What follows belongs to an exercise in optimizing a design on an open flow for small area, a short achievable clock period and few clock cycles per item; a production flow would make more cautious choices.
RTL that was checked went through simulation tests only; none was proved equivalent to the original.
The RTL of runs 1 and 5 to 7 was laid out without a check of its function.
In every run shown here, the design's own scripts or RTL, not TritonCTS, make the clock network.
The clock input has no modelled driver; a real chip could not lean on it and would need a root buffer or a full tree.
Power figures rest on the tool's default switching activity, not on a simulated workload.

==> flow/design.v <==
module qspi_memory_interface (
    input  wire        clk,
    input  wire        spi_rst_n,
    input  wire        st,
    input  wire        ld,
    input  wire        spi_target,     
    input  wire [15:0] addr,
    input  wire [15:0] data_in,
    output reg  [15:0] data_out,
    output wire        spi_clk,
    output reg         spi_flash_cs,   
    output reg         spi_ram_cs,     
    input  wire [3:0]  spi_data_in,
    output wire [3:0]  spi_data_out,
    output wire [3:0]  spi_data_oe,
    output reg         busy
);
    localparam integer LFSR_N = 28;
    localparam integer LFSR_M = 25;
    localparam integer PAT_K  = 15;
    localparam [PAT_K-1:0] PAT = 15'd31999;
    reg  [6:0]  cnt;
    reg         init_done;
    reg  [31:0] sr;
    reg  [3:0]  dq;
    reg         oeq;
    reg         oe0;
    assign spi_clk      = cnt[0];
    assign spi_data_out = dq;
    assign spi_data_oe  = {oeq, oeq, oeq, oe0};
    wire [5:0] b   = cnt[6:1];
    wire       ev  = !cnt[0];
    wire       fl  = !spi_flash_cs;
    wire       rm  = !spi_ram_cs;
    wire       wr  = oeq;
    wire [15:0] t = data_out;
    wire s66  = t[0] & !t[1];
    wire s99  = t[1] & !t[2];
    wire s06  = t[3] & !t[4];
    wire s31  = t[4] & !t[5];
    wire i_eb = t[9];
    wire i_wait = !t[0] | (t[2] & !t[3]) | (t[5] & !t[9]);
    wire i_cmd_bit =
        (s66 & ((b == 6'd1) || (b == 6'd2) || (b == 6'd5) || (b == 6'd6))) |
        (s99 & ((b == 6'd0) || (b == 6'd3) || (b == 6'd4) || (b == 6'd7))) |
        (s06 & ((b == 6'd5) || (b == 6'd6))) |
        (s31 & ((b == 6'd2) || (b == 6'd3) || (b == 6'd7) || (b == 6'd14))) |
        (i_eb & ((b == 6'd0) || (b == 6'd1) || (b == 6'd2) || (b == 6'd4) ||
                 (b == 6'd6) || (b == 6'd7)));
    wire [6:0] i_last = i_eb ? 7'd39 : (s31 ? 7'd31 : 7'd15);
    wire hit    = (sr[PAT_K-1:0] == PAT);
    wire lfsr_fb = !(sr[LFSR_N-1] ^ sr[LFSR_M-1]);
    wire go_f   = ld & !spi_target;
    wire go_r   = spi_target & (ld | st);
    wire f_end  = (cnt == 7'd30);
    wire r_end  = (b == 6'd47) & (cnt[0] | !wr);
    reg [3:0] f_nib;
    always @(*) begin
        case (b)
            6'd1:    f_nib = {3'b000, sr[31]};
            6'd2, 6'd3, 6'd4, 6'd5: f_nib = data_out[15:12];
            6'd6:    f_nib = 4'b1010;
            default: f_nib = 4'b0000;
        endcase
    end
    wire r_bit = (b == 6'd6) | ((b == 6'd7) & !wr) |
                 ((b >= 6'd15) & (b <= 6'd30) & sr[27]) |
                 ((b >= 6'd32) & sr[28]);
    wire i_step  = busy & ((i_wait & hit) | (!i_wait & fl & (cnt == i_last)));
    wire i_end   = i_step & i_eb;
    wire d_ld    = init_done & busy & fl & (cnt == 7'd0);
    wire d_sh4   = init_done & busy & fl & ev & (cnt >= 7'd24 || (cnt >= 7'd4 && cnt <= 7'd8));
    wire [15:0] a_ring;
    genvar ai;
    generate
        for (ai = 0; ai < 16; ai = ai + 1) begin : g_aring
            assign a_ring[ai] = sr[(2*ai + 31) % 32];
        end
    endgenerate
    wire d_sh1   = init_done ? (busy & rm & !wr & ev & (cnt >= 7'd64)) : (i_step & !i_eb);
    wire d_hold  = !(d_sh4 | d_sh1 | d_ld | i_end);
    wire d_in1   = spi_data_in[1] | !init_done;
    always @(posedge clk or negedge spi_rst_n) begin
        if (!spi_rst_n)
            data_out <= 16'h0000;
        else
            data_out <= ({16{d_hold}} & data_out) |
                        ({16{d_sh4}}  & {data_out[11:0], spi_data_in}) |
                        ({16{d_sh1}}  & {data_out[14:0], d_in1}) |
                        ({16{d_ld}}   & {a_ring[14:0], 1'b0});
    end
    always @(posedge clk or negedge spi_rst_n) begin
        if (!spi_rst_n) begin
            busy         <= 1'b0;
            spi_flash_cs <= 1'b1;
            spi_ram_cs   <= 1'b1;
            init_done    <= 1'b0;
            oeq          <= 1'b0;
            oe0          <= 1'b0;
        end else if (!init_done) begin
            busy <= 1'b1;
            oeq  <= 1'b0;
            oe0  <= 1'b0;
            if (busy && !i_wait) begin
                if (spi_flash_cs) begin
                    spi_flash_cs <= 1'b0;
                end else begin
                    oe0 <= 1'b1;
                    oeq <= i_eb & (b >= 6'd8);
                    if (cnt == i_last) begin
                        spi_flash_cs <= 1'b1;
                        oe0          <= 1'b0;
                        oeq          <= 1'b0;
                        if (i_eb) begin
                            init_done <= 1'b1;
                            busy      <= 1'b0;
                        end
                    end
                end
            end
        end else if (!busy) begin
            busy         <= go_f | go_r;
            spi_flash_cs <= !go_f;
            spi_ram_cs   <= !go_r;
            oeq          <= go_r & !ld;
            oe0          <= 1'b0;
        end else begin
            if (fl) begin
                oeq <= (cnt < 7'd15);
                oe0 <= (cnt < 7'd15);
                if (f_end) begin
                    busy         <= 1'b0;
                    spi_flash_cs <= 1'b1;
                    oeq          <= 1'b0;
                    oe0          <= 1'b0;
                end
            end else begin
                oe0 <= 1'b1;
                if (r_end) begin
                    busy       <= 1'b0;
                    spi_ram_cs <= 1'b1;
                    oe0        <= 1'b0;
                    oeq        <= 1'b0;
                end
            end
        end
    end
    wire c_run = busy & (init_done ? !(fl ? f_end : r_end)
                                   : (!i_wait & fl & (cnt != i_last)));
    wire [6:0] cnt_nx = c_run ? cnt + 7'd1 : 7'd0;
    always @(posedge clk or negedge spi_rst_n) begin
        if (!spi_rst_n)
            cnt[0] <= 1'b0;
        else
            cnt[0] <= cnt_nx[0];
    end
    always @(posedge clk)
        cnt[6:1] <= cnt_nx[6:1];
    wire [31:0] ring_in;
    genvar gi;
    generate
        for (gi = 0; gi < 16; gi = gi + 1) begin : g_map
            assign ring_in[(2*gi + 31) % 32] = addr[gi];
            assign ring_in[(2*gi + 30) % 32] = data_in[gi];
        end
    endgenerate
    wire sr_load = init_done & !busy;
    wire sr_rot  = busy & (init_done | (i_wait & !hit));
    wire sr_in0  = init_done ? sr[31] : lfsr_fb;
    always @(posedge clk)
        sr <= ({32{sr_load}} & ring_in) | ({32{sr_rot}} & {sr[30:0], sr_in0});
    always @(posedge clk) begin
        if (!init_done)
            dq <= {i_eb & (b == 6'd14), 1'b0, i_eb & (b == 6'd14), i_cmd_bit};
        else if (fl)
            dq <= f_nib;
        else
            dq <= {3'b000, r_bit};
    end
endmodule
==> flow/flow/run.sh <==
#!/bin/bash
set -euo pipefail
export POST_CTS_TCL="$PWD/flow/post_cts.tcl"
KNOBS=(SETUP_SLACK_MARGIN=7 "BUFFER_PORTS_ARGS=-buffer_cell sky130_fd_sc_hd__buf_1")
bash standard.sh synth "${KNOBS[@]}" > make_synth.log 2>&1

R="$PWD/orfs/results/$FLOW_PLATFORM/qspi_memory_interface/base"
PLAT="$FLOW_HOME/platforms/$FLOW_PLATFORM"
LIB="$PLAT/lib/sky130_fd_sc_hd__tt_025C_1v80.lib"
DU=$(sed -n '/DONT_USE_CELLS/,/^$/p' "$PLAT/config.mk" | grep -o 'sky130_fd_sc_hd__[a-z0-9_]*' | sed 's/^/-dont_use /' | tr '\n' ' ')
YOSYS=yosys
if [[ -x "$FLOW_HOME/../tools/install/yosys/bin/yosys" ]]; then YOSYS="$FLOW_HOME/../tools/install/yosys/bin/yosys"; fi
cp "$R/1_2_yosys.v" netlist_in.v
sed -e "s|LIBERTY|$LIB|g" -e "s|DONT_USE|$DU|" flow/remap.ys > remap.ys
"$YOSYS" -s remap.ys > yosys_remap.log 2>&1
cp netlist_out.v "$R/1_2_yosys.v"
rm -f "$R/1_synth.odb" "$R/1_synth.sdc"

bash standard.sh finish "${KNOBS[@]}" > make_finish.log 2>&1
==> flow/flow/clocktree.tcl <==
# Replace the clock tree that CTS built with one level of clkbuf_16 buffers,
# each driving a group of flip-flops (split by x position).  The clock port
# then drives only these few buffers.
proc my_flat_clock_tree { ngroups } {
  set block [ord::get_db_block]
  set db [ord::get_db]
  set clknet [$block findNet clk]
  # all clock sinks reached through the existing tree
  set sinks {}
  set bufs {}
  set todo [list $clknet]
  while {[llength $todo]} {
    set net [lindex $todo 0]
    set todo [lrange $todo 1 end]
    foreach it [$net getITerms] {
      set inst [$it getInst]
      if {[[$it getMTerm] getName] eq "CLK"} {
        lappend sinks $it
      } elseif {[lsearch -exact $bufs $inst] < 0} {
        # a clock buffer, inverter or dummy load of the old tree
        lappend bufs $inst
        foreach ot [$inst getITerms] {
          if {[$ot isOutputSignal]} {
            set on [$ot getNet]
            if {$on ne "NULL" && $on ne ""} { lappend todo $on }
          }
        }
      }
    }
  }
  puts "flat clock tree: [llength $sinks] sinks, removing [llength $bufs] buffers"
  foreach it $sinks { $it disconnect }
  foreach inst $bufs {
    foreach it [$inst getITerms] {
      set n [$it getNet]
      $it disconnect
    }
  }
  foreach inst $bufs {
    set on ""
    odb::dbInst_destroy $inst
  }
  # remove now-empty clock nets except clk
  foreach net [$block getNets] {
    if {$net ne $clknet && [llength [$net getITerms]] == 0 && [llength [$net getBTerms]] == 0} {
      odb::dbNet_destroy $net
    }
  }
  # sort sinks by x and split into groups
  set keyed {}
  foreach it $sinks {
    set b [[$it getInst] getBBox]
    lappend keyed [list [$b xMin] [$b yMin] $it]
  }
  set keyed [lsort -integer -index 0 $keyed]
  set n [llength $keyed]
  set master [$db findMaster sky130_fd_sc_hd__clkbuf_16]
  for {set g 0} {$g < $ngroups} {incr g} {
    set lo [expr {$g * $n / $ngroups}]
    set hi [expr {($g + 1) * $n / $ngroups}]
    set inst [odb::dbInst_create $block $master "clkroot_$g"]
    set net [odb::dbNet_create $block "clknet_root_$g"]
    $net setSigType CLOCK
    set sx 0; set sy 0
    for {set i $lo} {$i < $hi} {incr i} {
      set e [lindex $keyed $i]
      [lindex $e 2] connect $net
      set sx [expr {$sx + [lindex $e 0]}]; set sy [expr {$sy + [lindex $e 1]}]
    }
    set k [expr {$hi - $lo}]
    [$inst findITerm A] connect $clknet
    [$inst findITerm X] connect $net
    $inst setLocation [expr {$sx / $k}] [expr {$sy / $k}]
    $inst setPlacementStatus PLACED
  }
}
==> flow/flow/post_cts.tcl <==
# POST_CTS hook: flatten the clock tree to one level of buffers, then
# legalise and repair timing again on the new tree.
source [file join [file dirname [info script]] clocktree.tcl]
my_flat_clock_tree 3
detailed_placement
estimate_parasitics -placement
repair_timing_helper
detailed_placement
check_placement -verbose
==> flow/flow/remap.ys <==
# Re-map the combinational logic of the standard synthesis netlist for area.
# Flip-flops are kept as black boxes, so every register keeps its name and
# cell type; only the gates between them change.
read_verilog netlist_in.v
read_liberty -ignore_miss_func LIBERTY
hierarchy -top qspi_memory_interface
blackbox sky130_fd_sc_hd__df* sky130_fd_sc_hd__edf* sky130_fd_sc_hd__sdf*
flatten
hierarchy -top qspi_memory_interface
opt_clean -purge
techmap
opt -fast -purge
abc -liberty LIBERTY DONT_USE -script +strash;dc2;dc2;&get,-n;&st;&dch,-f;&nf,-a,-R,1000;&put
opt_clean -purge
hilomap -singleton -hicell sky130_fd_sc_hd__conb_1 HI -locell sky130_fd_sc_hd__conb_1 LO
splitnets
opt_clean -purge
stat -liberty LIBERTY
write_verilog -noattr -noexpr -nohex -nodec netlist_out.v
==> flow/standard.sh <==
#!/bin/bash
# synth_recipe.tcl (not shown) runs the flow's synth.tcl, then flattens the netlist and writes it again
# the make line also repeats each setting of config.mk as NAME=value (left out here)
make -C /OpenROAD-flow-scripts/flow DESIGN_CONFIG=/design/flow/config.mk WORK_HOME=/design/flow/orfs CLKGATE_MAP_FILE= SYNTH_SCRIPT=/design/flow/synth_recipe.tcl "${@:-finish}"
==> flow/config.mk <==
export PLATFORM = sky130hd
export DESIGN_NAME = qspi_memory_interface
export DESIGN_NICKNAME = qspi_memory_interface
export VERILOG_FILES = /design/flow/design.v
export SDC_FILE = /design/flow/constraint.sdc
export NUM_CORES = 4
export LEC_CHECK = 0
export CAP_MARGIN = 20
export CORE_MARGIN = 2
export CORE_UTILIZATION = 40
export SLEW_MARGIN = 20
==> flow/constraint.sdc <==
create_clock -name core_clock -period 10.0 [get_ports {clk}]
set_input_delay 2.0000 -clock core_clock [delete_from_list [all_inputs] [get_ports {clk}]]
set_output_delay 2.0000 -clock core_clock [all_outputs]
set_load 0.01 [all_outputs]
==> impl_results.md, run 1 <==
- Clock slew at reported path FFs: 0.09 ns
- Inserted Diodes: 0
- WL/cell: 16.05 um
- Crit. End Element: primary output
- Area grow syn2layout: 18.57%
- Critical path fanouts, max: 2
- Tightest Pin Transition: 1.024 ns
- Clk sinks: 65
- CP peak stage delay: 0.54 ns
- DRC: 0
- Vias: 2604
- Reg2reg setup slack: 7.34 ns
- Min Hold Slack: 0.4486 ns
- Clock latency on the worst-skew pair: 0.15 ns
- Die height: 87.01 um
- Max-capacitance violation count: 0
- Die X: 87.01 um
- GRT Residual Overflow: 0
- Initial antenna violation count: 0
- CP Launch Type: register
- Worst Skew: 0.01164 ns
- GP Congestion: 0.8381
- Pin count of the biggest net entering global routing: 34
- Setup WS post-layout: 7.176 ns
- Worst path bufs/invs: 1
- Final Hold Vio Count: 0
- Final worst path period share: 0.2824
- Initial Util: 0.4102
- Total power per unit cell area: 119.3 mW/mm2
- Pleak: 1.272 nW
- Max Fclk: 354.1 MHz
- Detailed Route Iter0 Violations: 250
- Worst slew margin: 0.3147
- Core Area: 0.006719 mm2
- Netlist Area Pre-Place: 0.002756 mm2
- Wire length of the first global-routing pass: 11620 um
- Nets: 410
- Post-Synthesis Mean Instance Area: 9.571 um2
- Most frequent cells in the layout: buf_1 (66), nand2_1 (53), dfxtp_1 (42)
- ANT nets after route: 0
- Hpwl dp: 5024 um
- Cells after synthesis: 288
- Port Buffer Count: 68
- Setup WS pre-CTS: 7.215 ns
- Slew Viols, Final: 0
- Most common cell after layout, fill and taps aside: buf_1
- Vias in the first global route: 2331
- Die Area: 0.007571 mm2
- Required time of the critical path: 8.00 ns
- Yosys warnings: 1
- Area post-placement: 0.003147 mm2
- 1st-pass router iterations: 7
- Setup violators final: 0
- DRT Wirelength: 7173 um
- Final min period: 2.824 ns
- Outcome: no timing/DRC/antenna violations
- Share of post-route cells with drive strength above 1: 0.05995
- Syn_nets: 329
- Slowest stage cell on the critical path: dfstp_2
- CP Cell Sequence: buf_2
- Worst Setup Path Type: reg -> out
- Tot Pwr: 0.3897 mW
- Setup TNS: 0 ns
- Hold crit path type: reg -> reg
- RSZ-0062 raised after global routing: no
- GR Util All Layers: 0.1933
- # IOs: 69
- Row cnt: 30
- Via/cell ratio: 5.826
- WP data arrival: 0.82 ns
- Final instance area: 0.003268 mm2
- VDD IR max: 0.0001772 V
- Crit path max-delay family: flip-flops
report_power, final:
part	total, mW	leakage [nW]	switching, mW	internal [mW]
clock	0.121	0.0370	0.0662	0.0548
sequential	0.260	0.612	0	0.260
combinational	0.00872	0.623	0.00466	0.00406
per-layer routing:
| metal | track usage | vias to the layer above | wire (um) |
|---|---|---|---|
| met5 | 0 | - | 0 |
| li1 | - | 1257 | - |
| met2 | 0.3102 | 89 | 3380 |
| met1 | 0.2786 | 1252 | 3320 |
| met3 | 0.03318 | 6 | 416 |
| met4 | 0.02983 | 0 | 55 |
worst paths after layout:
path	from	endpoint	cells past startpoint
setup / recovery	spi_flash_cs	spi_flash_cs	1
hold / removal	sr[29]	sr[30]	1
setup reg to reg	cnt[2]	data_out[10]	10
hold reg to reg	sr[29]	sr[30]	1
max in group asynchronous	spi_rst_n	spi_flash_cs	2
min in group asynchronous	spi_rst_n	oe0	2
layout make-up:
cell class	count	area, um2
plain buffers	3	75.07
fillers	681	3451
inverters	7	26.28
multi-input cells	216	1319
flip-flops and latches	65	1424
well taps	80	100.1
repair buffers	76	324.1
flip-flops by register name, indices dropped and copies added (netlist names):
register / flops
busy: 1
cnt: 7
data_out: 16
dq: 4
init_done: 1
oe0: 1
oeq: 1
spi_flash_cs: 1
spi_ram_cs: 1
sr: 32
stage by stage:
step                  util  std cells
floorplan                -        288
global placement    0.4683        440
detailed placement  0.4683        440
global route        0.4864        447
finish              0.4864        447
==> run 2, diff against run 1 <==
--- a/flow/design.v
+++ b/flow/design.v
@@ -58,7 +58,10 @@
     always @(*) begin
         case (b)
             6'd1:    f_nib = {3'b000, sr[31]};
-            6'd2, 6'd3, 6'd4, 6'd5: f_nib = data_out[15:12];
+            6'd2:    f_nib = {sr[31], sr[29], sr[27], sr[25]};
+            6'd3:    f_nib = {sr[25], sr[23], sr[21], sr[19]};
+            6'd4:    f_nib = {sr[19], sr[17], sr[15], sr[13]};
+            6'd5:    f_nib = {sr[13], sr[11], sr[9], 1'b0};
             6'd6:    f_nib = 4'b1010;
             default: f_nib = 4'b0000;
         endcase
@@ -68,17 +71,9 @@
                  ((b >= 6'd32) & sr[28]);
     wire i_step  = busy & ((i_wait & hit) | (!i_wait & fl & (cnt == i_last)));
     wire i_end   = i_step & i_eb;
-    wire d_ld    = init_done & busy & fl & (cnt == 7'd0);
-    wire d_sh4   = init_done & busy & fl & ev & (cnt >= 7'd24 || (cnt >= 7'd4 && cnt <= 7'd8));
-    wire [15:0] a_ring;
-    genvar ai;
-    generate
-        for (ai = 0; ai < 16; ai = ai + 1) begin : g_aring
-            assign a_ring[ai] = sr[(2*ai + 31) % 32];
-        end
-    endgenerate
+    wire d_sh4   = init_done & busy & fl & ev & (cnt >= 7'd24);
     wire d_sh1   = init_done ? (busy & rm & !wr & ev & (cnt >= 7'd64)) : (i_step & !i_eb);
-    wire d_hold  = !(d_sh4 | d_sh1 | d_ld | i_end);
+    wire d_hold  = !(d_sh4 | d_sh1 | i_end);
     wire d_in1   = spi_data_in[1] | !init_done;
     always @(posedge clk or negedge spi_rst_n) begin
         if (!spi_rst_n)
@@ -86,8 +81,7 @@
         else
             data_out <= ({16{d_hold}} & data_out) |
                         ({16{d_sh4}}  & {data_out[11:0], spi_data_in}) |
-                        ({16{d_sh1}}  & {data_out[14:0], d_in1}) |
-                        ({16{d_ld}}   & {a_ring[14:0], 1'b0});
+                        ({16{d_sh1}}  & {data_out[14:0], d_in1});
     end
     always @(posedge clk or negedge spi_rst_n) begin
         if (!spi_rst_n) begin
--- a/flow/flow/remap.ys
+++ b/flow/flow/remap.ys
@@ -10,7 +10,7 @@
 opt_clean -purge
 techmap
 opt -fast -purge
-abc -liberty LIBERTY DONT_USE -script +strash;dc2;dc2;&get,-n;&st;&dch,-f;&nf,-a,-R,1000;&put
+abc -liberty LIBERTY DONT_USE -script +strash;&get,-n;&st;&dch;&nf,-a;&put
 opt_clean -purge
 hilomap -singleton -hicell sky130_fd_sc_hd__conb_1 HI -locell sky130_fd_sc_hd__conb_1 LO
 splitnets
==> impl_results.md, run 2 <==
- Setup TNS: 0 ns
- Wire length of the first global-routing pass: 11360 um
- WL/cell: 15.60 um
- Hold crit path type: reg -> reg
- CP Depth: 1
- Clock latency on the worst-skew pair: 0.16 ns
- Layout filler cell count: 688
- Worst path bufs/invs: 1
- GP Congestion: 0.8353
- Vias in the first global route: 2265
- Max-capacitance violation count: 0
- Clock slew at reported path FFs: 0.10 ns
- Required time of the critical path: 8.00 ns
- Tightest Pin Transition: 0.8042 ns
- Crit. End Element: primary output
- Core Area: 0.006832 mm2
- Yosys warnings: 1
- Nets: 396
- Slew Viols, Final: 0
- Die Area: 0.007784 mm2
- GRT Residual Overflow: 0
- ANT nets after route: 0
- Tot Pwr: 0.3901 mW
- Die height: 88.23 um
- Final core occ: 0.4941
- CP Cell Sequence: buf_1
- Top flop regs: sr x32, data_out x16, cnt x7
- 1st-pass router iterations: 5
- Worst Skew: 0.01853 ns
- Total power per unit cell area: 115.6 mW/mm2
- Cell count of the worst hold path: 1
- Final Hold Vio Count: 0
- Worst slew margin: 0.4589
- Final worst path period share: 0.2822
- Initial Util: 0.4154
- CP peak stage delay: 0.48 ns
- Port Buffer Count: 68
- RSZ-0062 raised after global routing: no
- CP Launch Type: register
- Row cnt: 30
- Cells after synthesis: 273
- Slowest stage cell on the critical path: dfrtp_1
- Pleak: 1.443 nW
- Area grow syn2layout: 18.96%
- Worst Setup Path Type: reg -> out
- Pin count of the biggest net entering global routing: 36
- Via/cell ratio: 5.568
- Crit path max-delay family: flip-flops
- Final min period: 2.822 ns
- WP data arrival: 0.82 ns
- Max Fclk: 354.4 MHz
- Share of post-route cells with drive strength above 1: 0.06232
- Hpwl dp: 4849 um
- Netlist Area Pre-Place: 0.002838 mm2
- Initial antenna violation count: 0
- Setup violators final: 0
- Max FFs per register: 32
- Most frequent cells in the layout: buf_1 (67), dfxtp_1 (42), a22o_1 (34)
- DRC: 0
- Register with the highest flop count: sr
- Clk sinks: 65
- Syn_nets: 314
- DRT Wirelength: 7006 um
- Outcome: no timing/DRC/antenna violations
- R2R cell count: 5
- VDD IR max: 0.0001548 V
- Inserted Diodes: 0
- # IOs: 69
- GR Util All Layers: 0.1829
- Most common cell after layout, fill and taps aside: buf_1
- Detailed Route Iter0 Violations: 164
- Die X: 88.23 um
- Post-Synthesis Mean Instance Area: 10.39 um2
- Vias: 2500
- Critical path fanouts, max: 7
[run 2: area by class of cell]
type	count	area, um2	area share
sequential	65	1425	0.4222
inverter	7	26.28	0.007784
multi-input combinational	201	1399	0.4144
tap	96	120.1	0.03558
buffer	3	75.07	0.02224
timing repair buffer	77	330.3	0.09785
[run 2: where the power goes]
| group | switching (mW) | internal [mW] |
|---|---|---|
| clock | 0.0667 | 0.0548 |
| sequential | 0 | 0.260 |
| combinational | 0.00444 | 0.00416 |
[run 2: layer usage]
layer | vias up | wire length [um] | global-route usage
li1 | 1231 | - | -
met1 | 1202 | 3435 | 0.2775
met2 | 60 | 3142 | 0.2720
met3 | 7 | 338 | 0.03358
met4 | 0 | 89 | 0.03994
met5 | - | 0 | 0
[run 2: stage by stage]
step	worst slack, ns	cell area (um2)	hold slack, ns	std cells
after floorplan	7.274	2838	0.4198	273
after detailed placement	7.210	3257	0.4367	442
after global placement	7.230	3257	0.4231	442
final	7.178	3376	0.4483	449
after global routing	7.060	3376	0.4711	449
[run 2: final timing paths]
check	startpoint	endpoint	slack [ns]
worst max-delay path	data_out[4]	data_out[4]	7.18
worst min-delay path	sr[30]	sr[31]	0.45
worst max register to register	cnt[3]	data_out[8]	7.28
worst min register to register	sr[30]	sr[31]	0.45
max in group asynchronous	spi_rst_n	spi_ram_cs	7.91
min in group asynchronous	spi_rst_n	data_out[1]	1.80
Testbench counts of run 2, summed over its fixed seeds: cycles 82,887, ops 1,280.
==> run 3, diff against run 2 <==
--- a/flow/flow/run.sh
+++ b/flow/flow/run.sh
@@ -1,7 +1,7 @@
 #!/bin/bash
 set -euo pipefail
 export POST_CTS_TCL="$PWD/flow/post_cts.tcl"
-KNOBS=(SETUP_SLACK_MARGIN=7 "BUFFER_PORTS_ARGS=-buffer_cell sky130_fd_sc_hd__buf_1")
+KNOBS=(SETUP_SLACK_MARGIN=7.3 "BUFFER_PORTS_ARGS=-buffer_cell sky130_fd_sc_hd__buf_1")
 bash standard.sh synth "${KNOBS[@]}" > make_synth.log 2>&1
 
 R="$PWD/orfs/results/$FLOW_PLATFORM/qspi_memory_interface/base"
--- a/flow/flow/remap.ys
+++ b/flow/flow/remap.ys
@@ -10,7 +10,7 @@
 opt_clean -purge
 techmap
 opt -fast -purge
-abc -liberty LIBERTY DONT_USE -script +strash;&get,-n;&st;&dch;&nf,-a;&put
+abc -liberty LIBERTY DONT_USE -script +strash;dc2;dc2;&get,-n;&st;&dch,-f;&nf,-a,-R,1000;&put
 opt_clean -purge
 hilomap -singleton -hicell sky130_fd_sc_hd__conb_1 HI -locell sky130_fd_sc_hd__conb_1 LO
 splitnets
==> impl_results.md, run 3 <==
- Outcome: no timing/DRC/antenna violations
- CP Launch Type: register
- GP Congestion: 0.8546
- Worst Setup Path Type: reg -> out
- Vias: 2601
- Detailed Route Iter0 Violations: 193
- Crit path max-delay family: flip-flops
- M1 wire length: 3393 um
- GRT Residual Overflow: 0
- Top sig layer: met4
- Via/cell ratio: 5.754
- Die height: 86.28 um
- Max-capacitance violation count: 0
- Clock slew at reported path FFs: 0.09 ns
- Cells after synthesis: 274
- Inserted Diodes: 0
- RSZ-0062 raised after global routing: yes
- Hpwl dp: 4808 um
- # IOs: 69
- Final core occ: 0.5453
- Worst Skew: 0.007474 ns
- Area grow syn2layout: 30.08%
- Tightest Pin Transition: 0.6959 ns
- Register with the highest flop count: sr
- Setup violators final: 0
- Die X: 86.28 um
- Final worst path period share: 0.2814
- Max Fclk: 355.4 MHz
- WL/cell: 16.05 um
- Area post-placement: 0.003114 mm2
- Wire length of the first global-routing pass: 11900 um
- Final min period: 2.814 ns
- Crit. End Element: primary output
- Most common cell after layout, fill and taps aside: buf_1
- Top flop regs: sr x32, data_out x16, cnt x7
- Core Area: 0.006459 mm2
- DRC: 0
- Met3 wire len: 418 um
- CP peak stage delay: 0.56 ns
- Metal2 WL: 3346 um
- Critical path fanouts, max: 2
- Worst path bufs/invs: 1
- Die Area: 0.007443 mm2
- GR Util All Layers: 0.1992
- Row cnt: 29
- Vias in the first global route: 2381
- Max FFs per register: 32
- Initial antenna violation count: 0
- Total power per unit cell area: 110.6 mW/mm2
- Syn_nets: 315
- Most frequent cells in the layout: buf_1 (46), dfxtp_1 (39), a22o_1 (31)
- ANT nets after route: 0
- Setup TNS: 0 ns
- Final instance area: 0.003522 mm2
- 1st-pass router iterations: 6
- Finished Layout Cells: 452
- CP Cell Sequence: buf_6
- Hold crit path type: reg -> reg
- Pin count of the biggest net entering global routing: 35
- VDD IR max: 0.0001226 V
- Required time of the critical path: 8.00 ns
- Worst slew margin: 0.5318
- Clk sinks: 65
- Port Buffer Count: 68
- Placed Cells: 423
- DRT Wirelength: 7253 um
- Share of post-route cells with drive strength above 1: 0.2133
- Pleak: 1.502 nW
- Slowest stage cell on the critical path: dfstp_2
- Initial Util: 0.4192
- Nets: 418
- Post-Synthesis Mean Instance Area: 9.882 um2
- Final Hold Vio Count: 0
- WP data arrival: 0.81 ns
- Netlist Area Pre-Place: 0.002708 mm2
- Clock latency on the worst-skew pair: 0.15 ns
- Yosys warnings: 1
- Slew Viols, Final: 0
## run 3: area by class of cell
class / instances / area [um2]
inverter: 21 / 78.83
multi-input combinational: 188 / 1266
timing repair buffer: 98 / 570.5
tap: 77 / 96.34
sequential: 65 / 1435
fill: 619 / 2937
buffer: 3 / 75.07
## run 3: routing by layer
| layer | vias up | track usage |
|---|---|---|
| met5 | - | 0 |
| met4 | 0 | 0.04403 |
| met3 | 10 | 0.02667 |
| met2 | 87 | 0.3150 |
| met1 | 1244 | 0.2925 |
| li1 | 1260 | - |
## run 3: final timing paths
check / endpoint / slack, ns / depth (start not counted) / from
max: spi_flash_cs / 7.19 / 1 / spi_flash_cs
min: sr[31] / 0.45 / 1 / sr[30]
max reg2reg: data_out[10] / 7.43 / 14 / data_out[5]
min reg2reg: sr[31] / 0.45 / 1 / sr[30]
max in group asynchronous: spi_ram_cs / 7.91 / 2 / spi_rst_n
min in group asynchronous: data_out[10] / 1.81 / 2 / spi_rst_n
## run 3: where the power goes
group	switching [mW]	internal, mW
Combinational	0.00485	0.00404
Sequential	0	0.260
Clock	0.0658	0.0548
## run 3: stage by stage
step                power (mW)  hold WS [ns]  setup WS, ns
floorplan               0.2662        0.4198         7.385
global placement        0.2747        0.4238         7.190
detailed placement      0.2748        0.4253         7.142
global route            0.4016        0.4664         7.171
finish                  0.3895        0.4455         7.186
==> run 4, diff against run 3 <==
--- a/flow/flow/run.sh
+++ b/flow/flow/run.sh
@@ -1,7 +1,7 @@
 #!/bin/bash
 set -euo pipefail
 export POST_CTS_TCL="$PWD/flow/post_cts.tcl"
-KNOBS=(SETUP_SLACK_MARGIN=7.3 "BUFFER_PORTS_ARGS=-buffer_cell sky130_fd_sc_hd__buf_1")
+KNOBS=(SETUP_SLACK_MARGIN=7 "BUFFER_PORTS_ARGS=-buffer_cell sky130_fd_sc_hd__buf_1")
 bash standard.sh synth "${KNOBS[@]}" > make_synth.log 2>&1
 
 R="$PWD/orfs/results/$FLOW_PLATFORM/qspi_memory_interface/base"
==> impl_results.md, run 4 <==
- WP data arrival: 0.81 ns
- ANT nets after route: 0
- Pin count of the biggest net entering global routing: 35
- 1st-pass router iterations: 6
- Port Buffer Count: 68
- DRC: 0
- Most common cell after layout, fill and taps aside: buf_1
- Vias in the first global route: 2284
- Slew Viols, Final: 0
- GR Util All Layers: 0.1934
- Top flop regs: sr x32, data_out x16, cnt x7
- Psw: 0.07118 mW
- Max-capacitance violation count: 0
- Combinational share of power: 0.022
- Wire length of the first global-routing pass: 11620 um
- Vias: 2486
- Setup WS pre-CTS: 7.114 ns
- Share of post-route cells with drive strength above 1: 0.06799
- Hold crit path type: reg -> reg
- Initial Util: 0.4192
- Clock slew at reported path FFs: 0.09 ns
- Post-Synthesis Mean Instance Area: 9.882 um2
- Final Hold Vio Count: 0
- Pleak: 1.305 nW
- Worst Skew: 0.01043 ns
- Max FFs per register: 32
- Tightest Pin Transition: 0.6541 ns
- Clk sinks: 65
- Inserted Diodes: 0
- Clock network fraction of total power: 0.311
- Worst Setup Path Type: reg -> out
- Setup WS post-layout: 7.186 ns
- Switching Fraction: 0.1825
- Max Fclk: 355.3 MHz
- Total power per unit cell area: 120.8 mW/mm2
- P_int: 0.3189 mW
- WL/cell: 15.88 um
- CP Launch Type: register
- Required time of the critical path: 8.00 ns
- GRT Residual Overflow: 0
- VDD IR max: 0.0001328 V
- CP peak stage delay: 0.56 ns
- Slowest stage cell on the critical path: dfstp_2
- Crit. End Element: primary output
- Final worst path period share: 0.2814
- Critical path fanouts, max: 2
- Most frequent cells in the layout: buf_1 (66), dfxtp_1 (41), a22o_1 (31)
- Final min period: 2.814 ns
- Setup TNS: 0 ns
- GP Congestion: 0.8484
- Clock latency on the worst-skew pair: 0.16 ns
- Detailed Route Iter0 Violations: 215
- Crit path max-delay family: flip-flops
- # IOs: 69
- Via/cell ratio: 5.781
- Hpwl dp: 4883 um
- RSZ-0062 raised after global routing: no
- Cells after synthesis: 274
- Die X: 86.28 um
- Worst slew margin: 0.5599
- Final core occ: 0.5000
- Sequential Power Share: 0.667
- Initial antenna violation count: 0
- Worst path bufs/invs: 1
- Yosys warnings: 1
- Syn_nets: 315
- Die Area: 0.007443 mm2
- Outcome: no timing/DRC/antenna violations
- Die height: 86.28 um
- DRT Wirelength: 6827 um
- CP Cell Sequence: buf_6
- Core Area: 0.006459 mm2
- Setup violators final: 0
- Register with the highest flop count: sr
- Nets: 396
- Row cnt: 29
- Netlist Area Pre-Place: 0.002708 mm2
- Area grow syn2layout: 19.27%
-- run 4: layer usage --
| metal | up-vias | global-route usage | part of all wire | wire [um] |
|---|---|---|---|---|
| met1 | 1203 | 0.2855 | 0.48 | 3307 |
| li1 | 1216 | - | - | - |
| met4 | 0 | 0.03977 | 0.0062 | 42 |
| met3 | 2 | 0.03143 | 0.042 | 286 |
| met5 | - | 0 | 0 | 0 |
| met2 | 65 | 0.3016 | 0.47 | 3191 |
-- run 4: layout make-up --
class,count,area (um2)
plain buffers,3,75.07
well taps,77,96.34
multi-input cells,188,1222
repair buffers,76,330.3
fillers,652,3229
inverters,21,78.83
flip-flops and latches,65,1426
-- run 4: stage by stage --
step	cells	power, mW	hold WS, ns	area [um2]
2_1_floorplan	274	0.2662	0.4198	2714
3_3_place_gp	424	0.2746	0.4274	3109
3_5_place_dp	424	0.2747	0.4287	3109
5_1_grt	430	0.4018	0.4621	3229
6_report	430	0.3901	0.4418	3229
-- run 4: path summary, 6_finish.rpt --
kind | start | to | slack (ns) | cells after the start
setup / recovery | spi_flash_cs | spi_flash_cs | 7.19 | 1
hold / removal | sr[26] | sr[27] | 0.44 | 1
setup reg to reg | cnt[0] | data_out[5] | 7.47 | 10
hold reg to reg | sr[26] | sr[27] | 0.44 | 1
max in group asynchronous | spi_rst_n | spi_ram_cs | 7.91 | 2
min in group asynchronous | spi_rst_n | data_out[13] | 1.80 | 2
-- run 4: power groups by stage --
stage | sequential [mW] | clock (mW) | combinational, mW
2_1_floorplan | 0.266 | 0 | 0.000397
3_3_place_gp | 0.266 | 0 | 0.00881
3_5_place_dp | 0.266 | 0 | 0.00889
5_1_grt | 0.260 | 0.132 | 0.0100
6_report | 0.260 | 0.121 | 0.00872
==> run 5, diff against run 4 <==
--- a/flow/design.v
+++ b/flow/design.v
@@ -8,8 +8,8 @@
     input  wire [15:0] data_in,
     output reg  [15:0] data_out,
     output wire        spi_clk,
-    output reg         spi_flash_cs,   
-    output reg         spi_ram_cs,     
+    output wire        spi_flash_cs,   
+    output wire        spi_ram_cs,     
     input  wire [3:0]  spi_data_in,
     output wire [3:0]  spi_data_out,
     output wire [3:0]  spi_data_oe,
@@ -30,8 +30,10 @@
     assign spi_data_oe  = {oeq, oeq, oeq, oe0};
     wire [5:0] b   = cnt[6:1];
     wire       ev  = !cnt[0];
-    wire       fl  = !spi_flash_cs;
-    wire       rm  = !spi_ram_cs;
+    reg        fl;
+    reg        rm;
+    assign spi_flash_cs = !fl;
+    assign spi_ram_cs   = !rm;
     wire       wr  = oeq;
     wire [15:0] t = data_out;
     wire s66  = t[0] & !t[1];
@@ -86,8 +88,8 @@
     always @(posedge clk or negedge spi_rst_n) begin
         if (!spi_rst_n) begin
             busy         <= 1'b0;
-            spi_flash_cs <= 1'b1;
-            spi_ram_cs   <= 1'b1;
+            fl <= 1'b0;
+            rm <= 1'b0;
             init_done    <= 1'b0;
             oeq          <= 1'b0;
             oe0          <= 1'b0;
@@ -96,13 +98,13 @@
             oeq  <= 1'b0;
             oe0  <= 1'b0;
             if (busy && !i_wait) begin
-                if (spi_flash_cs) begin
-                    spi_flash_cs <= 1'b0;
+                if (!fl) begin
+                    fl <= 1'b1;
                 end else begin
                     oe0 <= 1'b1;
                     oeq <= i_eb & (b >= 6'd8);
                     if (cnt == i_last) begin
-                        spi_flash_cs <= 1'b1;
+                        fl <= 1'b0;
                         oe0          <= 1'b0;
                         oeq          <= 1'b0;
                         if (i_eb) begin
@@ -114,8 +116,8 @@
             end
         end else if (!busy) begin
             busy         <= go_f | go_r;
-            spi_flash_cs <= !go_f;
-            spi_ram_cs   <= !go_r;
+            fl <= go_f;
+            rm <= go_r;
             oeq          <= go_r & !ld;
             oe0          <= 1'b0;
         end else begin
@@ -124,7 +126,7 @@
                 oe0 <= (cnt < 7'd15);
                 if (f_end) begin
                     busy         <= 1'b0;
-                    spi_flash_cs <= 1'b1;
+                    fl <= 1'b0;
                     oeq          <= 1'b0;
                     oe0          <= 1'b0;
                 end
@@ -132,7 +134,7 @@
                 oe0 <= 1'b1;
                 if (r_end) begin
                     busy       <= 1'b0;
-                    spi_ram_cs <= 1'b1;
+                    rm <= 1'b0;
                     oe0        <= 1'b0;
                     oeq        <= 1'b0;
                 end
==> impl_results.md, run 5 <==
- Most frequent cells in the layout: buf_1 (68), dfxtp_1 (42), a22o_1 (31)
- CP Launch Type: register
- Register with the highest flop count: sr
- Post-Synthesis Mean Instance Area: 9.824 um2
- GRT Residual Overflow: 0
- Port Buffer Count: 68
- Via/cell ratio: 5.674
- Vias: 2474
- Initial Util: 0.4073
- GR Util All Layers: 0.1884
- Placed Cells: 430
- Syn_nets: 318
- GP Congestion: 0.8084
- Outcome: no timing/DRC/antenna violations
- Vias in the first global route: 2361
- Wire length of the first global-routing pass: 11400 um
- Area post-placement: 0.003127 mm2
- 1st-pass router iterations: 7
- Core Area: 0.006681 mm2
- Total power per unit cell area: 119.6 mW/mm2
- Max-capacitance violation count: 0
- Worst Skew: 0.01121 ns
- FF-to-FF End: data_out[13]
- Max FFs per register: 32
- Top flop regs: sr x32, data_out x16, cnt x7
- Setup WS pre-CTS: 7.149 ns
- R2R cell count: 10
- Critical path fanouts, max: 7
- Pin count of the biggest net entering global routing: 33
- Nets: 399
- Worst hold path startpoint: sr[26]
- VDD IR max: 0.0001031 V
- Setup violators final: 0
- Multi-input gate area: 0.001242 mm2
- Clock latency on the worst-skew pair: 0.16 ns
- Die X: 86.48 um
- Pleak: 1.370 nW
- Tightest Pin Transition: 0.6735 ns
- DRC: 0
- Clk sinks: 65
- Cell count of the worst hold path: 1
- Hold endpoint: sr[27]
- Finished Layout Cells: 436
- Reg2reg setup slack: 7.31 ns
- # IOs: 69
- Setup WS post-layout: 7.152 ns
- DRT Wirelength: 6697 um
- RSZ-0062 raised after global routing: no
- Hpwl dp: 4699 um
- Row cnt: 30
- Yosys warnings: 1
- Setup TNS: 0 ns
- Crit. End Element: primary output
- WL/cell: 15.36 um
- Share of post-route cells with drive strength above 1: 0.05618
- Die height: 86.48 um
- Layout filler cell count: 650
- Die Area: 0.007479 mm2
- Inserted Diodes: 0
- Detailed Route Iter0 Violations: 197
- Cells after synthesis: 277
- Hold crit path type: reg -> reg
- Initial antenna violation count: 0
- Required time of the critical path: 8.00 ns
- Most common cell after layout, fill and taps aside: buf_1
- Worst slew margin: 0.5476
- Final instance area: 0.003232 mm2
- ANT nets after route: 0
- Area grow syn2layout: 18.76%
- Max Fclk: 351.1 MHz
- Final min period: 2.848 ns
- Slew Viols, Final: 0
- Final worst path period share: 0.2848
- Worst Setup Path Type: reg -> out
- Netlist Area Pre-Place: 0.002721 mm2
- Clock slew at reported path FFs: 0.09 ns
- WP data arrival: 0.85 ns
- Tot Pwr: 0.3867 mW
- Final Hold Vio Count: 0
- Storage cell area: 0.001423 mm2
- Reg-to-reg startpoint: data_out[4]
## run 5: cell types whose count changed in the layout (fill, tap and decap cells not counted), sizes merged, moves of 3 or more
cell    delta
a31oi      -3
nand3b     -3
nand4      +3
nor2       +5
o21ai      -4
xor2       +3
## run 5: report_power, final
| part | leakage (nW) | switching, mW | total (mW) | internal (mW) |
|---|---|---|---|---|
| Combinational | 0.693 | 0.00450 | 0.00847 | 0.00397 |
| Clock | 0.0370 | 0.0636 | 0.118 | 0.0547 |
| Sequential | 0.640 | 0 | 0.260 | 0.260 |
| Total | 1.37 | 0.0681 | 0.387 | 0.319 |
## run 5: worst max-delay path, stage by stage, from the launching register on
cell and delay [ns]:
dfrtp_1 0.41, clkinv_2 0.12, buf_1 0.16
## run 5: worst max-delay path by stage
stage | startpoint | to | depth (start not counted)
floorplan | data_out[9] | sr[0] | 7
global placement | fl | spi_flash_cs | 2
detailed placement | data_out[9] | data_out[3] | 10
global route | data_out[4] | data_out[3] | 10
finish | fl | spi_flash_cs | 2
## run 5: area by class of cell
class,instances,area share
flip-flops and latches,65,0.4402
multi-input cells,192,0.3844
plain buffers,3,0.02323
inverters,20,0.02362
well taps,80,0.03097
repair buffers,76,0.09756
## run 5: through the flow
stage,hold slack [ns],utilization
floorplan,0.4198,-
detailed placement,0.4351,0.4680
finish,0.4555,0.4837
global route,0.4770,0.4837
global placement,0.4263,0.4680
## run 5: per-layer routing
metal / track usage / vias up / share of wire
met4: 0.03693 / 0 / 0.0022
met5: 0 / - / 0
met1: 0.2649 / 1188 / 0.48
met3: 0.03238 / 3 / 0.043
li1: - / 1220 / -
met2: 0.3077 / 63 / 0.48
==> run 6, diff against run 5 <==
--- a/flow/flow/run.sh
+++ b/flow/flow/run.sh
@@ -1,7 +1,7 @@
 #!/bin/bash
 set -euo pipefail
 export POST_CTS_TCL="$PWD/flow/post_cts.tcl"
-KNOBS=(SETUP_SLACK_MARGIN=7 "BUFFER_PORTS_ARGS=-buffer_cell sky130_fd_sc_hd__buf_1")
+KNOBS=(SETUP_SLACK_MARGIN=7.25 "BUFFER_PORTS_ARGS=-buffer_cell sky130_fd_sc_hd__buf_1")
 bash standard.sh synth "${KNOBS[@]}" > make_synth.log 2>&1
 
 R="$PWD/orfs/results/$FLOW_PLATFORM/qspi_memory_interface/base"
==> impl_results.md, run 6 <==
- Final min period: 2.724 ns
- CP Cell Sequence: clkinv_2 > buf_6
- Syn_nets: 318
- Port Buffer Count: 68
- Slowest stage cell on the critical path: dfrtp_1
- Clk sinks: 65
- Outcome: no timing/DRC/antenna violations
- Psw: 0.07037 mW
- Vias: 2563
- Sequential Power Share: 0.668
- Setup violators final: 0
- Cells after synthesis: 277
- Critical path fanouts, max: 2
- Die X: 86.48 um
- VDD IR max: 0.0001075 V
- ANT nets after route: 0
- RSZ-0062 raised after global routing: yes
- Nets: 416
- Most frequent cells in the layout: buf_1 (58), dfxtp_1 (42), a22o_1 (31)
- Crit. End Element: primary output
- Max Fclk: 367.2 MHz
- Yosys warnings: 1
- Pleak: 1.499 nW
- Register with the highest flop count: sr
- Max FFs per register: 32
- Initial antenna violation count: 0
- Clock latency on the worst-skew pair: 0.15 ns
- CP Launch Type: register
- DRT Wirelength: 7016 um
- GR Util All Layers: 0.1915
- Switching Fraction: 0.1809
- Total power per unit cell area: 113.8 mW/mm2
- Worst path bufs/invs: 2
- GRT Residual Overflow: 0
- CP peak stage delay: 0.38 ns
- Final worst path period share: 0.2724
- Most common cell after layout, fill and taps aside: buf_1
- WP data arrival: 0.72 ns
- Required time of the critical path: 8.00 ns
- Row cnt: 30
- Netlist Area Pre-Place: 0.002721 mm2
- Die height: 86.48 um
- Share of post-route cells with drive strength above 1: 0.1528
- Via/cell ratio: 5.658
- Detailed Route Iter0 Violations: 223
- Final Hold Vio Count: 0
- Initial Util: 0.4073
- Wire length of the first global-routing pass: 11590 um
- GP Congestion: 0.8498
- Worst Setup Path Type: reg -> out
- Tot Pwr: 0.3891 mW
- Crit path max-delay family: flip-flops
- DRC: 0
- P_int: 0.3187 mW
- Combinational share of power: 0.022
- Tightest Pin Transition: 0.6835 ns
- Area grow syn2layout: 25.61%
- Worst Skew: 0.007817 ns
- Pin count of the biggest net entering global routing: 36
- Worst slew margin: 0.5409
- Top flop regs: sr x32, data_out x16, cnt x7
- Finished Layout Cells: 453
- Hpwl dp: 4704 um
- Placed Cells: 430
- Reg2reg setup slack: 7.46 ns
- Slew Viols, Final: 0
- Max-capacitance violation count: 0
- Setup TNS: 0 ns
- Die Area: 0.007479 mm2
- Clock network fraction of total power: 0.310
- 1st-pass router iterations: 5
- Clock slew at reported path FFs: 0.09 ns
- Hold crit path type: reg -> reg
- Vias in the first global route: 2317
- WL/cell: 15.49 um
- Inserted Diodes: 0
- # IOs: 69
- Core Area: 0.006681 mm2
- Post-Synthesis Mean Instance Area: 9.824 um2
==> run 6: through the flow <==
stage	instance area, um2	utilization	setup slack (ns)	hold WS, ns
6_report	3418	0.5116	7.276	0.4455
5_1_grt	3418	0.5116	7.235	0.4793
3_5_place_dp	3127	0.4680	7.150	0.4286
3_3_place_gp	3127	0.4680	7.163	0.4280
2_1_floorplan	2728	-	7.279	0.4198
==> run 6: final timing paths <==
kind | start | to | cells past startpoint
max in group asynchronous | spi_rst_n | data_out[5] | 2
setup / recovery | fl | spi_flash_cs | 2
setup reg to reg | data_out[5] | data_out[5] | 11
min in group asynchronous | spi_rst_n | rm | 2
hold reg to reg | sr[20] | sr[21] | 1
hold / removal | sr[20] | sr[21] | 1
==> run 6: worst register-to-register path, cell delays in order, from the launching register on <==
cell,delay (ns)
dfrtp_2,0.43
buf_4,0.16
nor2b_2,0.14
and2_0,0.16
xor2_1,0.20
nor4_2,0.07
nor2b_4,0.15
a31oi_2,0.21
nor3_1,0.07
or2_4,0.33
a222oi_1,0.37
clkinv_1,0.13
==> run 6: layer usage <==
| layer | up-vias | routed length (um) | GRT usage |
|---|---|---|---|
| met4 | 0 | 91 | 0.03977 |
| met5 | - | 0 | 0 |
| met1 | 1202 | 3291 | 0.2808 |
| li1 | 1258 | - | - |
| met2 | 95 | 3223 | 0.3021 |
| met3 | 8 | 410 | 0.02762 |
==> run 6: layout make-up <==
| class | count | area [um2] |
|---|---|---|
| plain buffers | 3 | 75.07 |
| fillers | 635 | 3263 |
| flip-flops and latches | 65 | 1428 |
| multi-input cells | 192 | 1271 |
| repair buffers | 93 | 467.9 |
| inverters | 20 | 76.32 |
| well taps | 80 | 100.1 |
==> run 6: power by group through the flow <==
stage	clock, mW	sequential, mW	combinational (mW)
floorplan	0	0.266	0.000244
global placement	0	0.266	0.00853
detailed placement	0	0.266	0.00863
global route	0.133	0.260	0.00958
finish	0.121	0.260	0.00852
==> run 7, diff against run 6 <==
--- a/flow/flow/run.sh
+++ b/flow/flow/run.sh
@@ -1,7 +1,7 @@
 #!/bin/bash
 set -euo pipefail
 export POST_CTS_TCL="$PWD/flow/post_cts.tcl"
-KNOBS=(SETUP_SLACK_MARGIN=7.25 "BUFFER_PORTS_ARGS=-buffer_cell sky130_fd_sc_hd__buf_1")
+KNOBS=(SETUP_SLACK_MARGIN=7 "BUFFER_PORTS_ARGS=-buffer_cell sky130_fd_sc_hd__buf_1")
 bash standard.sh synth "${KNOBS[@]}" > make_synth.log 2>&1
 
 R="$PWD/orfs/results/$FLOW_PLATFORM/qspi_memory_interface/base"
==> flow/flow/isolate.tcl (new file) <==
# Give each output port's driving flip-flop a light load: the flip-flop
# keeps only the port buffer, and a new buffer drives its other loads.
proc my_isolate_outputs { cell } {
  set block [ord::get_db_block]
  set n 0
  set obufs {}
  foreach bt [$block getBTerms] {
    if {[$bt getIoType] ne "OUTPUT"} { continue }
    foreach it [[$bt getNet] getITerms] {
      if {[$it isOutputSignal]} { lappend obufs [$it getInst] }
    }
  }
  set done {}
  foreach bt [$block getBTerms] {
    if {[$bt getIoType] ne "OUTPUT"} { continue }
    set pnet [$bt getNet]
    set obuf ""
    foreach it [$pnet getITerms] {
      if {[$it isOutputSignal]} { set obuf [$it getInst] }
    }
    if {$obuf eq ""} { continue }
    set qnet [[$obuf findITerm A] getNet]
    if {$qnet eq "NULL" || $qnet eq ""} { continue }
    # step back through one inverter to the flip-flop
    set keep [list $obuf]
    foreach it [$qnet getITerms] {
      if {[$it isOutputSignal]} {
        set d [$it getInst]
        if {[string match "sky130_fd_sc_hd__*inv_*" [[$d getMaster] getName]]} {
          set qnet [[$d findITerm A] getNet]
          lappend keep $d
        }
      }
    }
    set drv ""
    set loads {}
    foreach it [$qnet getITerms] {
      if {[$it isOutputSignal]} {
        set drv $it
      } elseif {[lsearch -exact $obufs [$it getInst]] < 0 && [lsearch -exact $keep [$it getInst]] < 0} {
        lappend loads $it
      }
    }
    if {$drv eq "" || [llength $loads] == 0 || [lsearch -exact $done $qnet] >= 0} { continue }
    lappend done $qnet
    if {![string match "sky130_fd_sc_hd__df*" [[[$drv getInst] getMaster] getName]]} { continue }
    set pins {}
    foreach it $loads {
      lappend pins [sta::find_pin [$it getName]]
    }
    set loc [[$drv getInst] getLocation]
    insert_buffer -buffer_cell $cell -net [sta::find_net [$qnet getName]] -load_pins $pins \
      -location [list [ord::dbu_to_microns [lindex $loc 0]] [ord::dbu_to_microns [lindex $loc 1]]]
    incr n
  }
  puts "isolated $n output flip-flops"
}
==> flow/flow/post_cts.tcl (replaced) <==
# POST_CTS hook: flatten the clock tree to one level of buffers, give the
# output flip-flops a light load, then legalise and repair timing again.
source [file join [file dirname [info script]] clocktree.tcl]
source [file join [file dirname [info script]] isolate.tcl]
my_flat_clock_tree 3
my_isolate_outputs sky130_fd_sc_hd__buf_1
detailed_placement
estimate_parasitics -placement
repair_timing_helper
detailed_placement
check_placement -verbose
==> impl_results.md, run 7 <==
- Hold crit path type: reg -> reg
- Post-Synthesis Mean Instance Area: 9.824 um2
- Register with the highest flop count: sr
- Initial antenna violation count: 0
- Vias in the first global route: 2440
- Critical path fanouts, max: 7
- Total power per unit cell area: 116.6 mW/mm2
- Finished Layout Cells: 457
- Port Buffer Count: 68
- DRT Wirelength: 7163 um
- DRC: 0
- Core Area: 0.006681 mm2
- Slew Viols, Final: 0
- Cells after synthesis: 277
- Placed Cells: 430
- Worst path bufs/invs: 2
- VDD IR max: 0.0001054 V
- GR Util All Layers: 0.1996
- Top sig layer: met4
- Netlist Area Pre-Place: 0.002721 mm2
- CP Cell Sequence: clkinv_2 > buf_1
- M1 wire length: 3527 um
- Max FFs per register: 32
- Area grow syn2layout: 22.25%
- Pleak: 1.401 nW
- Tightest Pin Transition: 0.7026 ns
- Max Fclk: 349.2 MHz
- WL/cell: 15.67 um
- Top flop regs: sr x32, data_out x16, cnt x7
- Final core occ: 0.4979
- CP peak stage delay: 0.42 ns
- Die X: 86.48 um
- Initial Util: 0.4073
- WP data arrival: 0.86 ns
- GRT Residual Overflow: 0
- Storage cell area: 0.001423 mm2
- Via/cell ratio: 5.656
- Setup TNS: 0 ns
- Clock latency on the worst-skew pair: 0.16 ns
- Row cnt: 30
- Worst Setup Path Type: reg -> out
- Metal2 WL: 3323 um
- Final Hold Vio Count: 0
- Clk sinks: 65
- Max-capacitance violation count: 0
- 1st-pass router iterations: 6
- RSZ-0062 raised after global routing: no
- CP Launch Type: register
- Slowest stage cell on the critical path: dfrtp_1
- Die height: 86.48 um
- Required time of the critical path: 8.00 ns
- # IOs: 69
- ANT nets after route: 0
- Nets: 420
- Outcome: no timing/DRC/antenna violations
- Yosys warnings: 1
- Min Hold Slack: 0.4545 ns
- Multi-input gate area: 0.001257 mm2
- Inserted Diodes: 0
- Worst Skew: 0.01028 ns
- Most frequent cells in the layout: buf_1 (88), dfxtp_1 (42), a22o_1 (31)
- Crit path max-delay family: flip-flops
- Layout filler cell count: 656
- Hpwl dp: 4699 um
- Most common cell after layout, fill and taps aside: buf_1
- Setup violators final: 0
- Die Area: 0.007479 mm2
- Syn_nets: 318
- Pin count of the biggest net entering global routing: 33
- Vias: 2585
- Final min period: 2.864 ns
- Crit. End Element: primary output
- Met3 wire len: 290 um
- GP Congestion: 0.8084
- Share of post-route cells with drive strength above 1: 0.06631
- Clock slew at reported path FFs: 0.09 ns
- Wire length of the first global-routing pass: 12070 um
- Worst slew margin: 0.5280
- Detailed Route Iter0 Violations: 224
- Final worst path period share: 0.2864
==> run 7: final timing paths <==
kind                       slack [ns]  depth (start not counted)        start            to
min in group asynchronous        1.80                          2    spi_rst_n            rm
hold reg to reg                  0.45                          1       sr[16]        sr[17]
hold / removal                   0.45                          1       sr[16]        sr[17]
setup / recovery                 7.14                          2           fl  spi_flash_cs
setup reg to reg                 7.23                         11  data_out[4]  data_out[14]
max in group asynchronous        7.93                          2    spi_rst_n   data_out[9]
==> run 7: stage by stage <==
stage | total power, mW | setup WS, ns | instance area [um2]
5_1_grt | 0.4006 | 7.015 | 3327
2_1_floorplan | 0.2660 | 7.000 | 2728
3_5_place_dp | 0.2745 | 7.149 | 3127
6_report | 0.3879 | 7.136 | 3327
3_3_place_gp | 0.2742 | 7.190 | 3127
==> run 7: cell type report <==
cell class | instances | area share
Multi-Input combinational cell | 192 | 0.3780
Buffer | 3 | 0.02256
Sequential cell | 65 | 0.4276
Inverter | 20 | 0.02294
Tap cell | 80 | 0.03009
Timing Repair Buffer | 97 | 0.1188
==> run 7: per-layer routing <==
layer,vias to the layer above,GRT usage
met5,-,0
met4,0,0.03409
met3,5,0.03238
met2,79,0.3217
met1,1243,0.2877
li1,1258,-
==> run 7: report_power, final <==
part	internal, mW	switching, mW
Combinational	0.00397	0.00458
Sequential	0.260	0
Clock	0.0547	0.0647
==> run 8, diff against run 7 <==
--- a/flow/design.v
+++ b/flow/design.v
@@ -8,8 +8,8 @@
     input  wire [15:0] data_in,
     output reg  [15:0] data_out,
     output wire        spi_clk,
-    output wire        spi_flash_cs,   
-    output wire        spi_ram_cs,     
+    output reg         spi_flash_cs,   
+    output reg         spi_ram_cs,     
     input  wire [3:0]  spi_data_in,
     output wire [3:0]  spi_data_out,
     output wire [3:0]  spi_data_oe,
@@ -30,10 +30,8 @@
     assign spi_data_oe  = {oeq, oeq, oeq, oe0};
     wire [5:0] b   = cnt[6:1];
     wire       ev  = !cnt[0];
-    reg        fl;
-    reg        rm;
-    assign spi_flash_cs = !fl;
-    assign spi_ram_cs   = !rm;
+    wire       fl  = !spi_flash_cs;
+    wire       rm  = !spi_ram_cs;
     wire       wr  = oeq;
     wire [15:0] t = data_out;
     wire s66  = t[0] & !t[1];
@@ -88,8 +86,8 @@
     always @(posedge clk or negedge spi_rst_n) begin
         if (!spi_rst_n) begin
             busy         <= 1'b0;
-            fl <= 1'b0;
-            rm <= 1'b0;
+            spi_flash_cs <= 1'b1;
+            spi_ram_cs   <= 1'b1;
             init_done    <= 1'b0;
             oeq          <= 1'b0;
             oe0          <= 1'b0;
@@ -98,13 +96,13 @@
             oeq  <= 1'b0;
             oe0  <= 1'b0;
             if (busy && !i_wait) begin
-                if (!fl) begin
-                    fl <= 1'b1;
+                if (spi_flash_cs) begin
+                    spi_flash_cs <= 1'b0;
                 end else begin
                     oe0 <= 1'b1;
                     oeq <= i_eb & (b >= 6'd8);
                     if (cnt == i_last) begin
-                        fl <= 1'b0;
+                        spi_flash_cs <= 1'b1;
                         oe0          <= 1'b0;
                         oeq          <= 1'b0;
                         if (i_eb) begin
@@ -116,8 +114,8 @@
             end
         end else if (!busy) begin
             busy         <= go_f | go_r;
-            fl <= go_f;
-            rm <= go_r;
+            spi_flash_cs <= !go_f;
+            spi_ram_cs   <= !go_r;
             oeq          <= go_r & !ld;
             oe0          <= 1'b0;
         end else begin
@@ -126,7 +124,7 @@
                 oe0 <= (cnt < 7'd15);
                 if (f_end) begin
                     busy         <= 1'b0;
-                    fl <= 1'b0;
+                    spi_flash_cs <= 1'b1;
                     oeq          <= 1'b0;
                     oe0          <= 1'b0;
                 end
@@ -134,7 +132,7 @@
                 oe0 <= 1'b1;
                 if (r_end) begin
                     busy       <= 1'b0;
-                    rm <= 1'b0;
+                    spi_ram_cs <= 1'b1;
                     oe0        <= 1'b0;
                     oeq        <= 1'b0;
                 end
==> impl_results.md, run 8 <==
- Netlist Area Pre-Place: 0.002708 mm2
- Post-Synthesis Mean Instance Area: 9.882 um2
- Row cnt: 29
- Crit path max-delay family: flip-flops
- Crit. End Element: primary output
- GR Util All Layers: 0.2042
- Vias in the first global route: 2404
- Tightest Pin Transition: 0.6502 ns
- Max FFs per register: 32
- Hold crit path type: reg -> reg
- DRT Wirelength: 7237 um
- CP peak stage delay: 0.57 ns
- Reg-to-reg startpoint: data_out[4]
- GP Congestion: 0.8484
- Finished Layout Cells: 451
- Max Fclk: 353.8 MHz
- ANT nets after route: 0
- Yosys warnings: 1
- Clock slew at reported path FFs: 0.09 ns
- Layout filler cell count: 652
- R2R cell count: 11
- Final min period: 2.826 ns
- WP data arrival: 0.83 ns
- Most common cell after layout, fill and taps aside: buf_1
- Slowest stage cell on the critical path: dfstp_2
- Pin count of the biggest net entering global routing: 35
- # IOs: 69
- Final worst path period share: 0.2826
- Setup TNS: 0 ns
- Vias: 2587
- Via/cell ratio: 5.736
- Placed Cells: 424
- Tot Pwr: 0.3911 mW
- Setup violators final: 0
- Core Area: 0.006459 mm2
- Clk sinks: 65
- Die height: 86.28 um
- Final Hold Vio Count: 0
- Area grow syn2layout: 22.37%
- Detailed Route Iter0 Violations: 242
- Syn_nets: 315
- Most frequent cells in the layout: buf_1 (87), dfxtp_1 (41), a22o_1 (31)
- RSZ-0062 raised after global routing: no
- Total power per unit cell area: 118.0 mW/mm2
- Worst path bufs/invs: 1
- Die X: 86.28 um
- Required time of the critical path: 8.00 ns
- WL/cell: 16.05 um
- Slew Viols, Final: 0
- CP Cell Sequence: buf_6
- Hpwl dp: 4883 um
- Worst hold path startpoint: sr[26]
- Critical path fanouts, max: 2
- Top flop regs: sr x32, data_out x16, cnt x7
- CP Launch Type: register
- Worst Skew: 0.01043 ns
- Cell count of the worst hold path: 1
- Min Hold Slack: 0.4423 ns
- Worst setup path start: spi_flash_cs
- VDD IR max: 0.0001344 V
- Share of post-route cells with drive strength above 1: 0.06952
- DRC: 0
- Nets: 417
- CP Depth: 1
- Pleak: 1.331 nW
- Wire length of the first global-routing pass: 12290 um
- Cells after synthesis: 274
- Worst Setup Path Type: reg -> out
- GRT Residual Overflow: 0
- Inserted Diodes: 0
- Port Buffer Count: 68
- Register with the highest flop count: sr
- Initial antenna violation count: 0
- 1st-pass router iterations: 10
- Die Area: 0.007443 mm2
- Worst slew margin: 0.5626
- Max-capacitance violation count: 0
- Outcome: no timing/DRC/antenna violations
- Initial Util: 0.4192
- Clock latency on the worst-skew pair: 0.16 ns
run 8: metal layers:
layer | wire [um] | up-vias | share of wire | global-route usage
met1 | 3382 | 1254 | 0.47 | 0.3011
met2 | 3392 | 82 | 0.47 | 0.3235
met4 | 52 | 0 | 0.0072 | 0.03693
met3 | 409 | 4 | 0.057 | 0.03048
li1 | - | 1247 | - | -
met5 | 0 | - | 0 | 0
run 8: worst reg2reg max path, cell delays in order, from the launching register on:
cell      delay [ns]
dfrtp_2         0.39
buf_1           0.25
nand2b_1        0.16
o211ai_1        0.18
nand2_1         0.07
nand4b_1        0.12
nor3_2          0.07
a31oi_1         0.24
nor3_1          0.10
or2_2           0.43
a222oi_1        0.42
clkinv_1        0.10
run 8: path summary, 6_finish.rpt:
path | slack [ns] | to
max reg2reg | 7.33 | data_out[8]
max in group asynchronous | 7.91 | spi_ram_cs
min | 0.44 | sr[27]
max | 7.17 | spi_flash_cs
min in group asynchronous | 1.80 | busy
min reg2reg | 0.44 | sr[27]
run 8: per-stage QoR:
stage / utilization / setup slack (ns) / instance area (um2)
finish: 0.5130 / 7.174 / 3313
global route: 0.5130 / 7.030 / 3313
detailed placement: 0.4814 / 7.114 / 3109
global placement: 0.4814 / 7.202 / 3109
floorplan: - / 7.013 / 2714
run 8: cell type report:
cell class | instances | area (um2) | share of cell area
Multi-Input combinational cell | 188 | 1227 | 0.3705
Tap cell | 77 | 96.34 | 0.02908
Buffer | 3 | 75.07 | 0.02266
Inverter | 21 | 78.83 | 0.02379
Sequential cell | 65 | 1426 | 0.4305
Timing Repair Buffer | 97 | 409.1 | 0.1235
run 8: power breakdown:
part	internal [mW]	leakage (nW)	switching (mW)
Sequential	0.260	0.628	0
Clock	0.0549	0.0370	0.0675
Combinational	0.00404	0.666	0.00465
Total	0.319	1.33	0.0721
Testbench counts of run 8, summed over its fixed seeds: cycles 82,887, ops 1,280.

afterwards: timing with drivers on the ports:
The results above use ideal ports. As a check the final layouts listed here were re-extracted and re-timed, cells and wires unchanged.
Step 1 (the two cells are an assumption about what drives the block):
set clk [get_ports {clk}]
set_driving_cell -lib_cell sky130_fd_sc_hd__clkbuf_16 $clk
set_driving_cell -lib_cell sky130_fd_sc_hd__buf_2 [delete_from_list [all_inputs] $clk]
Step 2, shift: input delay + t, output delay - t, t = (earliest + latest rising clock arrival at the registers) / 2. This alone moves slack from input paths to output paths.
a / b / c = ideal / step 1 / step 2; a / b = the first two.
run | shift t [ns] | setup WS [ns] | pins driven straight from the clock port
run 1 | 0.207 | 7.176 / 7.117 / 7.324 | 3
run 2 | 0.214 | 7.178 / 7.115 / 7.275 | 3
run 3 | 0.211 | 7.186 / 7.124 / 7.311 | 3
run 4 | 0.209 | 7.186 / 7.127 / 7.336 | 3
run 5 | 0.208 | 7.152 / 7.094 / 7.222 | 3
run 6 | 0.209 | 7.276 / 7.216 / 7.255 | 3
run 7 | 0.209 | 7.136 / 7.077 / 7.229 | 3
run 8 | 0.210 | 7.174 / 7.115 / 7.312 | 3
After both steps setup and hold are still met in every run listed. The setup slack of run 6, which loses most, moves by -0.060 ns with the drivers and by -0.021 ns with both steps.
